What follows belongs to an exercise in optimizing a design on an open flow for small area; a production flow would make more cautious choices.
Only simulation tests tie the RTL to the original design; equivalence was not proved.
Power is estimated from default activity; no workload was simulated.

## spinn_neu_if
module spinn_neu_if #
    (
        parameter C_PSPNNLNK_WIDTH = 32,
        parameter C_HAS_TX         = "true",
        parameter C_HAS_RX         = "true"
    )
    (
        input wire         rst,
        input wire         clk_32,
        input wire         enable,
        output wire        dump_mode,
        output wire        parity_err,
        output wire        rx_err,
        output wire        offload,
        output wire        link_timeout,
        input  wire        link_timeout_dis,
        input  wire  [6:0] data_2of7_from_spinnaker,
        output wire        ack_to_spinnaker,
        output wire  [6:0] data_2of7_to_spinnaker,
        input  wire        ack_from_spinnaker,
        input  wire [31:0] iaer_addr,
        input  wire        iaer_vld,
        output wire        iaer_rdy,
        output wire [31:0] oaer_addr,
        output wire        oaer_vld,
        input  wire        oaer_rdy,
        input  wire        keys_enable,
        input  wire [31:0] start_key,
        input  wire [31:0] stop_key,
        output wire        cmd_start,
        output wire        cmd_stop,
        input  wire [31:0] tx_data_mask,
        input  wire [31:0] rx_data_mask,
        input wire         offload_off,
        input wire         offload_on,
        output wire  [2:0] dbg_rxstate,
        output wire  [1:0] dbg_txstate,
        output wire        dbg_ipkt_vld,
        output wire        dbg_ipkt_rdy,
        output wire        dbg_opkt_vld,
        output wire        dbg_opkt_rdy
    );
For scale: about 360 flip-flops, ~240 I/O pins.
export LEC_CHECK = 0
export ABC_AREA = 1
export CAP_MARGIN = 20
export CORE_MARGIN = 2
export CORE_UTILIZATION = 40
export SLEW_MARGIN = 20
create_clock -name core_clock -period 10.0 [get_ports {clk_32}]
standard.sh (not shown) runs the stock make flow with config.mk's settings and CLKGATE_MAP_FILE= SYNTH_SCRIPT=/design/flow/synth_recipe.tcl, a recipe that flattens the netlist after the stock synthesis.
==> flow/flow/run.sh <==
#!/bin/bash
# Layout flow: the standard ORFS flow (standard.sh) with
#  - its synthesis script unchanged except for an area-only abc script
#    (abc_area.script) and no adder extraction (ADDER_MAP_FILE empty), so
#    the registers are mapped by the same dfflibmap step as the standard
#    synthesis and abc only maps the logic between them,
#  - buf_1 port buffers,
#  - a clock tree of clkbuf_4 with small sink clusters and no dummy loads.
set -euo pipefail
HERE=$(pwd)
rm -rf "$HERE/orfs_scripts"
cp -r "$FLOW_HOME/scripts" "$HERE/orfs_scripts"
cp "$HERE/flow/abc_area.script" "$HERE/orfs_scripts/abc_area.script"
export BUFFER_PORTS_ARGS="-buffer_cell sky130_fd_sc_hd__buf_1"
export CTS_ARGS="-sink_clustering_enable -repair_clock_nets -dont_use_dummy_load -buf_list sky130_fd_sc_hd__clkbuf_4 -sink_clustering_size 10 -sink_clustering_max_diameter 40"
bash standard.sh SCRIPTS_DIR="$HERE/orfs_scripts" ADDER_MAP_FILE= finish > "$HERE/standard.log" 2>&1
==> flow/flow/abc_area.script <==
strash
dch -f
amap -F 2 -A 8
topo
strash
dch -f
amap -F 2 -A 8
topo
The first run finished clean.
Edit:
--- a/flow/design.v
+++ b/flow/design.v
@@ -108,26 +108,27 @@
       long_pkt <= symbol[1];
   always @(posedge clk)
     if (kshift) begin
       key    <= {symbol, key[31:4]};
       key_mc <= ~key[3] & ~key[2];
     end
   always @(posedge clk)
     if (sym_in) begin
       par_a <= (cnew == 5'd1) ? sym_par : (par_a ^ sym_par);
       par_b <= (cnew == 5'd9) ? sym_par : (par_b ^ sym_par);
     end
   always @(posedge clk)
+    pkt_key <= ({32{take}} & key) | ({32{busy}} & pkt_key);
+  always @(posedge clk)
     if (take) begin
-      pkt_key <= key;
       pkt_mc  <= key_mc;
       pkt_par <= short18 ? par_b : par_a;
     end
   always @(posedge clk or posedge rst)
     if (rst)
       pkt_vld <= 1'b0;
     else
       pkt_vld <= take | busy;
   always @(posedge clk or posedge rst)
     if (rst)
       err <= 1'b0;
     else
@@ -204,39 +205,44 @@
   reg  [1:0] state;
   reg        old_ack;
   reg [31:0] buf_data;
   reg  [3:0] cnt;
   wire toggle = old_ack ^ ack;
   wire eop    = (cnt == 4'd10);
   wire first  = (cnt == 4'd1);
   wire st_idle = (state == IDLE_ST);
   wire st_tran = (state == TRAN_ST);
   wire st_eop  = (state == EOP_ST);
   wire       send_first = st_idle & pkt_vld;
   wire       send_next  = st_tran & toggle;
-  wire [2:0] nidx = cnt[2:0] - 3'd2;   
   wire [3:0] nib = send_first ? {3'b000, pkt_par} :
-                   first      ? 4'd0 : buf_data[4 * nidx +: 4];
+                   first      ? 4'd0 : buf_data[3:0];
   wire [6:0] sym = (send_next & eop) ? 7'b1100000 : code_2of7(nib);
   always @(posedge clk or posedge rst)
     if (rst)
       data_2of7 <= 7'd0;
     else if (send_first | send_next)
       data_2of7 <= data_2of7 ^ sym;
   always @(posedge clk)
     if (send_first | send_next)
       old_ack <= ack;
-  always @(posedge clk)
+  wire buf_shift = send_next & ~first;
+  wire buf_keep  = ~(send_first | buf_shift);
+  always @(posedge clk) begin
+    buf_data[27:0]  <= ({28{send_first}} & pkt_data[27:0]) |
+                       ({28{buf_shift}} & buf_data[31:4]) |
+                       ({28{buf_keep}} & buf_data[27:0]);
     if (send_first)
-      buf_data <= pkt_data;
+      buf_data[31:28] <= pkt_data[31:28];
+  end
   always @(posedge clk)
     if (send_first)
       cnt <= 4'd1;
     else if (send_next)
       cnt <= cnt + 4'd1;
   assign pkt_rdy = st_idle;
   always @(posedge clk or posedge rst)
     if (rst)
       state <= IDLE_ST;
     else
       case (state)
         IDLE_ST: if (pkt_vld)           state <= TRAN_ST;
@@ -265,26 +271,25 @@
       len <= 2'd0;
     else
       len <= len + {1'b0, wr} - {1'b0, rd};
   wire f0_din  = (len == 2'd0) | ((len == 2'd1) & rd);
   wire f0_nxt  = len[1] & rd;
   wire f0_keep = ~(f0_din | f0_nxt);
   wire f1_din  = ~len[1] | ((len == 2'd2) & rd);
   wire f1_nxt  = (len == 2'd3) & rd;
   wire f1_keep = ~(f1_din | f1_nxt);
   always @(posedge clk) begin
     f0 <= ({32{f0_din}} & din) | ({32{f0_nxt}} & f1) | ({32{f0_keep}} & f0);
     f1 <= ({32{f1_din}} & din) | ({32{f1_nxt}} & f2) | ({32{f1_keep}} & f1);
-    if (len != 2'd3)
-      f2 <= din;
+    f2 <= ({32{~full}} & din) | ({32{full & ~rd}} & f2);
   end
   assign dout  = f0;
   assign empty = (len == 2'd0);
   assign full  = (len == 2'd3);
 endmodule
 module in_mapper
 (
   input             rst,
   input             clk,
   input             enable,
   output reg        dump_mode,
   output reg        offload,
The changed run ran to the end with no violations.
Flip-flop and latch count is unchanged.
Critical path depth is higher by 1.
Combinational power goes up by about 10%.
Hold slack is worse by 0.028 ns.
Final area fell by 0.92%.

-- what the ideal ports hide --
No port has a modelled driver above. Below, the same layouts with a new extraction and two added sets of constraints.
Step 1 assumes that a clkbuf_16 drives the clock port and a buf_2 every other input.
Step 2 adds t to the input delays and takes it off the output delays; t is the mean of the earliest and latest rising clock arrival at the registers after step 1. Input paths then give back, and output paths get back, about the clock's delay inside the block.
Slacks: no drivers / after step 1 / after step 2; pairs: no drivers / after step 1.
run | t, ns | slack for setup (ns) | clock arrival spread, ns | worst data-port slew with drivers (ns)
the first run | 0.756 | 5.390 / 5.365 / 5.365 | 0.107 / 0.107 | 0.07
the second run | 0.750 | 5.146 / 5.095 / 5.280 | 0.102 / 0.103 | 0.09
After both steps setup and hold are still met in every run listed. The setup slack of the first run, which loses most, moves by -0.025 ns with the drivers and by -0.025 ns with both steps.
